From an optimization exercise on the open Yosys and OpenROAD flow, aimed at small area; shortcuts taken in it are not production practice. In this exercise RTL edits were held to simulation tests only and were not proved equivalent to the original. Power figures rest on the tool's default switching activity, not on a simulated workload.

==> flow/flow/run.sh <==
#!/bin/bash
set -o pipefail
export PRE_FLOORPLAN_TCL="$PWD/flow/downsize.tcl"
export BUFFER_PORTS_ARGS="-buffer_cell sky130_fd_sc_hd__buf_1"
export CTS_ARGS="-sink_clustering_enable -repair_clock_nets -dont_use_dummy_load -sink_clustering_size 40 -buf_list sky130_fd_sc_hd__clkbuf_4"
bash standard.sh > standard.log 2>&1
==> flow/flow/downsize.tcl <==
# Swap every combinational cell that synthesis gave more than the smallest
# drive strength for the smallest variant of the same cell; slack is large,
# and the later repair steps upsize again wherever slew or capacitance need it.
set db [ord::get_db]
set block [ord::get_db_block]
set n 0
foreach inst [$block getInsts] {
  set name [[$inst getMaster] getName]
  if {![regexp {^sky130_fd_sc_hd__([a-z0-9]+)_([0-9]+)$} $name -> base drv]} { continue }
  if {[regexp {^(df|edf|sdf|sed|dl|clk|conb|tap|fill|decap|lpflow)} $base]} { continue }
  foreach d {0 1 2 4} {
    if {$d >= $drv} { break }
    set nm [$db findMaster "sky130_fd_sc_hd__${base}_$d"]
    if {$nm != "NULL"} {
      $inst swapMaster $nm
      incr n
      break
    }
  }
}
puts "downsize.tcl: swapped $n cells to a smaller drive strength"
==> flow/standard.sh <==
#!/bin/bash
# synth_recipe.tcl (not shown) runs the flow's synth.tcl, then flattens the netlist and writes it again
# the make line also repeats each setting of config.mk as NAME=value (left out here)
make -C /OpenROAD-flow-scripts/flow DESIGN_CONFIG=/design/flow/config.mk WORK_HOME=/design/flow/orfs CLKGATE_MAP_FILE= SYNTH_SCRIPT=/design/flow/synth_recipe.tcl "${@:-finish}"
==> flow/config.mk <==
export PLATFORM = sky130hd
export DESIGN_NAME = timer_group3_final
export DESIGN_NICKNAME = timer_group3_final
export VERILOG_FILES = /design/flow/design.v
export SDC_FILE = /design/flow/constraint.sdc
export NUM_CORES = 4
export LEC_CHECK = 0
export ABC_AREA = 1
export CAP_MARGIN = 20
export CORE_MARGIN = 2
export CORE_UTILIZATION = 40
export CTS_BUF_LIST = sky130_fd_sc_hd__clkbuf_4
export CTS_CLUSTER_SIZE = 40
export SLEW_MARGIN = 20
==> flow/constraint.sdc <==
create_clock -name core_clock -period 10.0 [get_ports {sys_clk}]
set_input_delay 2.0000 -clock core_clock [delete_from_list [all_inputs] [get_ports {sys_clk}]]
set_output_delay 2.0000 -clock core_clock [all_outputs]
set_load 0.01 [all_outputs]
==> flow/design.v <==
module led_7_segment(
    input [3:0] b,
    output [6:0] led
);
    assign led[0] = (b[3] & ~b[0]);
    assign led[1] = (~b[2] & ~b[0]) | (b[2] & b[1] & b[0]);
    assign led[2] = (b[3] & ~b[2]);
    assign led[3] = ~((~b[3]) | (b[1] & b[0]));
    assign led[4] = (b[2]);
    assign led[5] = ~((~b[2] & ~b[1]) | (~b[3] & b[0]) | (b[2] & b[1]));
    assign led[6] = (b[3] & ~b[1]) | (~b[2] & ~b[1] & b[0]);
endmodule
module led_7_segment_b(
    input [3:0] b,
    output [6:0] led
);
    assign led[0] = (~b[2] & ~b[1] & b[0]);
    assign led[1] = ~((b[0]) | (b[2] & ~b[1]));
    assign led[2] = (~b[3] & ~b[1] & ~b[0]);
    assign led[3] = (~b[2] & b[0]);
    assign led[4] = (b[3]) | (~b[2]);
    assign led[5] = (~b[3] & ~b[1] & ~b[0]) | (b[3] & b[0]);
    assign led[6] = ~((~b[3] & ~b[1]) | (~b[0]) | (b[3] & b[2]));
endmodule
module led_7_segment_c(
    input [2:0] b,
    output [6:0] led
);
    assign led[0] = (~b[2] & b[1]) | (b[2] & ~b[1]);
    assign led[1] = (b[1] & ~b[0]);
    assign led[2] = (~b[1] & b[0]);
    assign led[3] = (~b[2] & b[1]) | (b[2] & ~b[1]);
    assign led[4] = (~b[2] & b[1]) | (~b[0]);
    assign led[5] = (~b[2]);
    assign led[6] = (b[1] & b[0]);
endmodule
module led_7_segment_d(
    input [2:0] b,
    output [6:0] led
);
    assign led[0] = (b[2]);
    assign led[1] = (~b[2] & ~b[1] & ~b[0]);
    assign led[2] = (~b[2] & ~b[1] & b[0]);
    assign led[3] = (b[2]);
    assign led[4] = (b[2]) | (~b[0]);
    assign led[5] = (~b[2] & ~b[1] & b[0]) | (b[2] & ~b[0]) | (b[1] & ~b[0]);
    assign led[6] = (b[2] & ~b[0]) | (b[1] & b[0]);
endmodule
module timer_group3_final
(
input wire sys_clk,
input wire set_time_increase,
input wire set_time_decrease,
input wire start,
input wire pause,
input wire reset,
output wire [6:0] min1_led,
output wire [6:0] min0_led,
output wire [6:0] sec1_led,
output wire [6:0] sec0_led,
output wire blink_led
);
function [3:0] decA(input [3:0] x);
    decA = {(~x[3] & ~x[0]) | (x[1] & x[0]),
        (x[1]) | (~x[2]),
        ~((x[1] & ~x[0]) | (x[3] & ~x[1]) | (~x[2] & x[0])),
        (~x[1] & ~x[0]) | (~x[3])};
endfunction
function [3:0] decB(input [3:0] x);
    decB = {(~x[3]),
        (x[3] & x[2]) | (~x[2] & x[0]) | (x[1] & x[0]),
        ~((x[2] & x[1]) | (~x[0])),
        (~x[1])};
endfunction
function [3:0] incB(input [3:0] x);
    incB = {(~x[3]),
        (x[3] & ~x[2]) | (x[2] & ~x[1]),
        (~x[0]),
        (x[2] & ~x[0]) | (x[1])};
endfunction
function [2:0] decC(input [2:0] x);
    decC = {(x[1]),
        (x[0]),
        (~x[2])};
endfunction
function [2:0] decD(input [2:0] x);
    decD = {(~x[2] & ~x[1]),
        (x[2]),
        (~x[0])};
endfunction
function [2:0] incD(input [2:0] x);
    incD = {(x[1]),
        (~x[2] & ~x[1]),
        (~x[0])};
endfunction
function zA(input [3:0] x);
    zA = (~x[2] & ~x[1] & x[0]);
endfunction
function oneA(input [3:0] x);
    oneA = (x[3] & ~x[1] & ~x[0]);
endfunction
function zB(input [3:0] x);
    zB = (~x[3] & x[1] & x[0]);
endfunction
function nineB(input [3:0] x);
    nineB = (x[3] & x[2] & ~x[1]);
endfunction
function zC(input [2:0] x);
    zC = (x[2] & x[0]);
endfunction
function zD(input [2:0] x);
    zD = (x[1] & x[0]);
endfunction
reg [5:0] dv;
wire dv_fb = (dv[0] & ~dv[3] & ~dv[4] & ~dv[5]) | (~dv[0] & dv[3] & ~dv[4] & ~dv[5]) | (dv[0] & dv[3] & ~dv[4] & ~dv[5]) | (~dv[0] & ~dv[3] & ~dv[4] & dv[5]) | (~dv[0] & ~dv[3] & dv[4] & dv[5]) | (dv[0] & ~dv[3] & dv[4] & dv[5]) | (~dv[0] & dv[3] & dv[4] & dv[5]) | (dv[0] & dv[3] & dv[4] & dv[5]);
wire tick = ~dv[0] & dv[1] & dv[2] & ~dv[3] & dv[4];
always @(posedge sys_clk or posedge reset)
    if (reset) dv <= 6'd20;
    else dv <= {dv[4:0], dv_fb};
reg [2:0] m1;
reg [3:0] m0;
reg a, b, led;
reg T;
reg [2:0] d3, d1;
reg [3:0] d2, d0;
wire btn  = ~set_time_increase | ~set_time_decrease;
wire go   = start & ~pause;
wire idle = ~T & ~b;
wire [2:0] s3 = idle ? m1 : d3;
wire [3:0] s2 = idle ? m0 : d2;
wire [2:0] s1 = idle ? 3'd7 : d1;
wire [3:0] s0 = idle ? 4'd1 : d0;
wire z0 = zA(s0);
wire z1 = zC(s1);
wire z2 = zB(s2);
wire at_one = zD(s3) & z2 & z1 & oneA(s0);
wire preset_nz = ~zD(m1) | ~zB(m0);
always @(posedge sys_clk or posedge reset)
    if (reset) begin
        m1 <= 3'd3;
        m0 <= 4'd7;
        T <= 1'b0;
        a <= 1'b1;
        b <= 1'b0;
        led <= 1'b0;
    end else if (tick) begin
        led <= T & ~led;
        if (!T) begin
            if (!start) begin
                a <= btn;
                b <= b & ~btn;
                if (!set_time_increase) begin
                    m0 <= incB(m0);
                    if (nineB(m0)) m1 <= incD(m1);
                end else if (!set_time_decrease && preset_nz) begin
                    m0 <= decB(m0);    
                    if (zB(m0)) m1 <= decD(m1);
                end
            end else if (b) begin
                if (at_one) begin
                    T <= 1'b1;
                    a <= pause;
                    b <= 1'b0;
                end
            end else if (!a && preset_nz)
                b <= 1'b1;
        end else begin
            a <= ~go & ~b;
            b <= b | (go & ~a);
        end
    end
always @(posedge sys_clk)
    if (tick) begin
        if (!T) begin
            if (idle || go) begin
                d0 <= decA(s0);
                if (z0) d1 <= decC(s1);
                if (z0 & z1) d2 <= decB(s2);
                d3 <= (z0 & z1 & z2) ? decD(s3) : s3;
            end
        end else if (go)
            d0 <= a ? decA(d0) : 4'd1;
    end
led_7_segment_d leg1_min (.b(s3), .led(min1_led));
led_7_segment_b leg0_min (.b(s2), .led(min0_led));
led_7_segment_c leg1_sec (.b(s1), .led(sec1_led));
led_7_segment   leg0_sec (.b(s0), .led(sec0_led));
assign blink_led = led;
endmodule
==> flow_metrics.env <==
export IMPL_worst_path_most_repeated_cell="nor2_1"
export IMPL_worstHoldPathType="reg2reg"
export IMPL_timing_final_crit_share_pct=43.2
export IMPL_core_area_mm2=0.00403
export IMPL_ir_worst_vdd_v=0.0000679
export IMPL_intPower_uw=157
export IMPL_syn_nets=220
export IMPL_std_cell_rows=23
export IMPL_dr_total_vias=1494
export IMPL_cp_slowest_cell="nor2_1"
export IMPL_cp_endpoint="sec0_led[6]"
export IMPL_dieHeight_um=68.7
export IMPL_wire_per_inst_um=11.7
export IMPL_insertion_delay_ns=0.32
export IMPL_pin_count=35
export IMPL_power_frac_seq_pct=66.6
export IMPL_fin_skew_ns=0.0203
export IMPL_p_comb_share_pct=2.3
export IMPL_cp_required_ns=8.00
export IMPL_drc=0
export IMPL_diodes=0
export IMPL_clock_root_buffer="clkbuf_4"
export IMPL_chipWidth_um=68.7
export IMPL_yosysWarnings=1
export IMPL_dr_pass1_iters=4
export IMPL_grt_max_degree=18
export IMPL_p_sw_share_pct=20.9
export IMPL_maxSlewHeadroom_pct=43.4
export IMPL_max_freq_mhz=232
export IMPL_layout_min_cycle_time_ns=4.32
export IMPL_setup_tns_ns=0
export IMPL_pwr_density_cell_mw_per_mm2=105
export IMPL_critPathLaunch="T"
export IMPL_drt_iter0_markers=167
export IMPL_num_nets_final=257
export IMPL_setup_viol=0
export IMPL_worstSetupEndpointType="output pin"
export IMPL_clockPowerShare_pct=31.0
export IMPL_r2r_end="d2[2]"
export IMPL_grt_usage_pct=16.3
export IMPL_ff2ff_setup_slack_ns=7.16
export IMPL_outcome="finished clean"
export IMPL_cts_hold_buffers=0
export IMPL_cp_max_fo=14
export IMPL_h_tree_depth=2
export IMPL_cts_resized=0
export IMPL_ant_nets=0
export IMPL_worstMarginPinSlew_ns=0.845
export IMPL_crit_family="simple AND/OR/NAND/NOR gates"
export IMPL_grt_overflow=0
export IMPL_power_uw=199
export IMPL_grt_pass1_wl_um=5620
export IMPL_critPathLaunchType="flop"
export IMPL_die_area_mm2=0.00472
export IMPL_power_leakage_nw=0.830
export IMPL_clockBufferDepth=2
export IMPL_dpl_instance_area_mm2=0.00185
export IMPL_dp_final_hpwl_um=2660
export IMPL_via_per_inst=5.01
export IMPL_hold_viol_final=0
export IMPL_p_sw_uw=41.5
export IMPL_clock_sinks=31
export IMPL_slowest_delay_ns=0.68
export IMPL_port_buffers=34
export IMPL_critical_path_class="reg2out"
export IMPL_antenna_found_initial=0
export IMPL_maxSlewViolCount=0
export IMPL_arrival_ns=2.32
export IMPL_cts_tree="yes"
export IMPL_drt_total_wl_um=3470
export IMPL_start_util_pct=41.6
export IMPL_path_buf_inv=1
export IMPL_grt_setup_unrepaired="no"
export IMPL_crit_cells=6
export IMPL_path_clk_slew_ns=0.09
export IMPL_drive_gt1_share_pct=5.24
export IMPL_fin_area_mm2=0.00189
export IMPL_cts_buffers=5
export IMPL_gp_congestion=0.843
export IMPL_path_cells="nor2_1 -> nor2_1 -> nor2_1 -> nand2_1 -> o21ai_0 -> buf_1"
export IMPL_reg2reg_from="T"
export IMPL_drv_cap=0
export IMPL_grt_pass1_vias=1279
export IMPL_post_cts_buffers=0
export IMPL_reg2reg_depth=6
export IMPL_netlist_instances=213
## cell type report
class / instances / area (µm²)
inverters: 30 / 113
multi-input cells: 148 / 692
fillers: 424 / 2140
flip-flops and latches: 31 / 856
repair buffers: 34 / 128
well taps: 50 / 62.6
clock buffers: 5 / 37.5
## per-stage QoR
stage                     hold WS [ns]  setup WS [ns]  instances  utilization (%)
final                            0.384           5.68        298             46.9
after global routing             0.394           5.43        298             46.9
after detailed placement         0.366           6.06        293             45.9
after CTS                        0.389           5.68        298             46.9
after global placement           0.365           6.12        293             45.9
after floorplan                  0.355           6.37        213                -
## metal layers
layer	global-route usage, %	part of all wire, %	vias up
met5	0	0	-
met4	4.66	1.1	0
met3	5.03	7.1	4
met2	23.9	41	50
met1	23.2	51	670
li1	-	-	770
## registers in the layout, summed over array words and instances, names as in the netlist
signal and count:
m1 3, b 1, a 1, d2 4, m0 4, led 1
d1 3, dv 6, d3 3, T 1, d0 4
## cell usage in the layout, fill, tap and decap left out
master	instances
and2_0	1
nor3_1	6
nand4_1	2
or3_1	1
dfrtp_1	9
o31ai_1	1
a21oi_1	7
o211ai_1	1
xnor2_1	1
edfxtp_1	14
ha_1	1
or2_0	1
xor2_1	3
o21bai_1	1
nand2_1	48
a2bb2oi_1	1
clkbuf_4	5
o21a_1	1
buf_1	34
o21ai_0	28
nand3b_1	2
nor2_1	34
inv_1	30
a211oi_1	2
nand3_1	5
a31oi_1	1
dfstp_2	8
## power by group through the flow
stage | sequential (mW) | clock (mW) | combinational (mW)
after global routing | 0.132 | 0.0706 | 0.00545
final | 0.132 | 0.0616 | 0.00466
after detailed placement | 0.135 | 0 | 0.00472
after floorplan | 0.135 | 0 | 0.00320
after CTS | 0.132 | 0.0655 | 0.00477
after global placement | 0.135 | 0 | 0.00482
## how the worst min path moves through the flow
stage,start,to,slack (ns),cells after the start
2_1_floorplan,dv[0],dv[1],0.35,0
3_3_place_gp,dv[3],dv[4],0.37,0
3_5_place_dp,dv[1],dv[2],0.37,0
4_1_cts,dv[1],dv[2],0.39,0
5_1_grt,dv[1],dv[2],0.39,0
6_report,dv[0],dv[1],0.38,0

-- afterwards: timing with drivers on the ports --
Ports are ideal in the flow. The routed layout listed here was re-timed in OpenROAD.
Step 1: set_driving_cell puts a clkbuf_16 on sys_clk and a buf_2 on each other input, an assumption about the parent block.
Step 2 also shifts input and output timing later by t, the mid clock arrival at the registers, as if the neighbouring blocks saw the same clock.
Three values: ideal, step 1, step 2; two values: the first two.
t (ns): 0.337
setup slack, ns: 5.684 / 5.661 / 5.998
hold slack, ns: 0.384 / 0.384 / 0.384
worst register clock-pin slew, ns: 0.10 / 0.10
cell pins on the clock port's net: 1
After both steps setup and hold are still met in this run. The setup slack of this run moves by -0.023 ns with the drivers and by +0.314 ns with both steps.
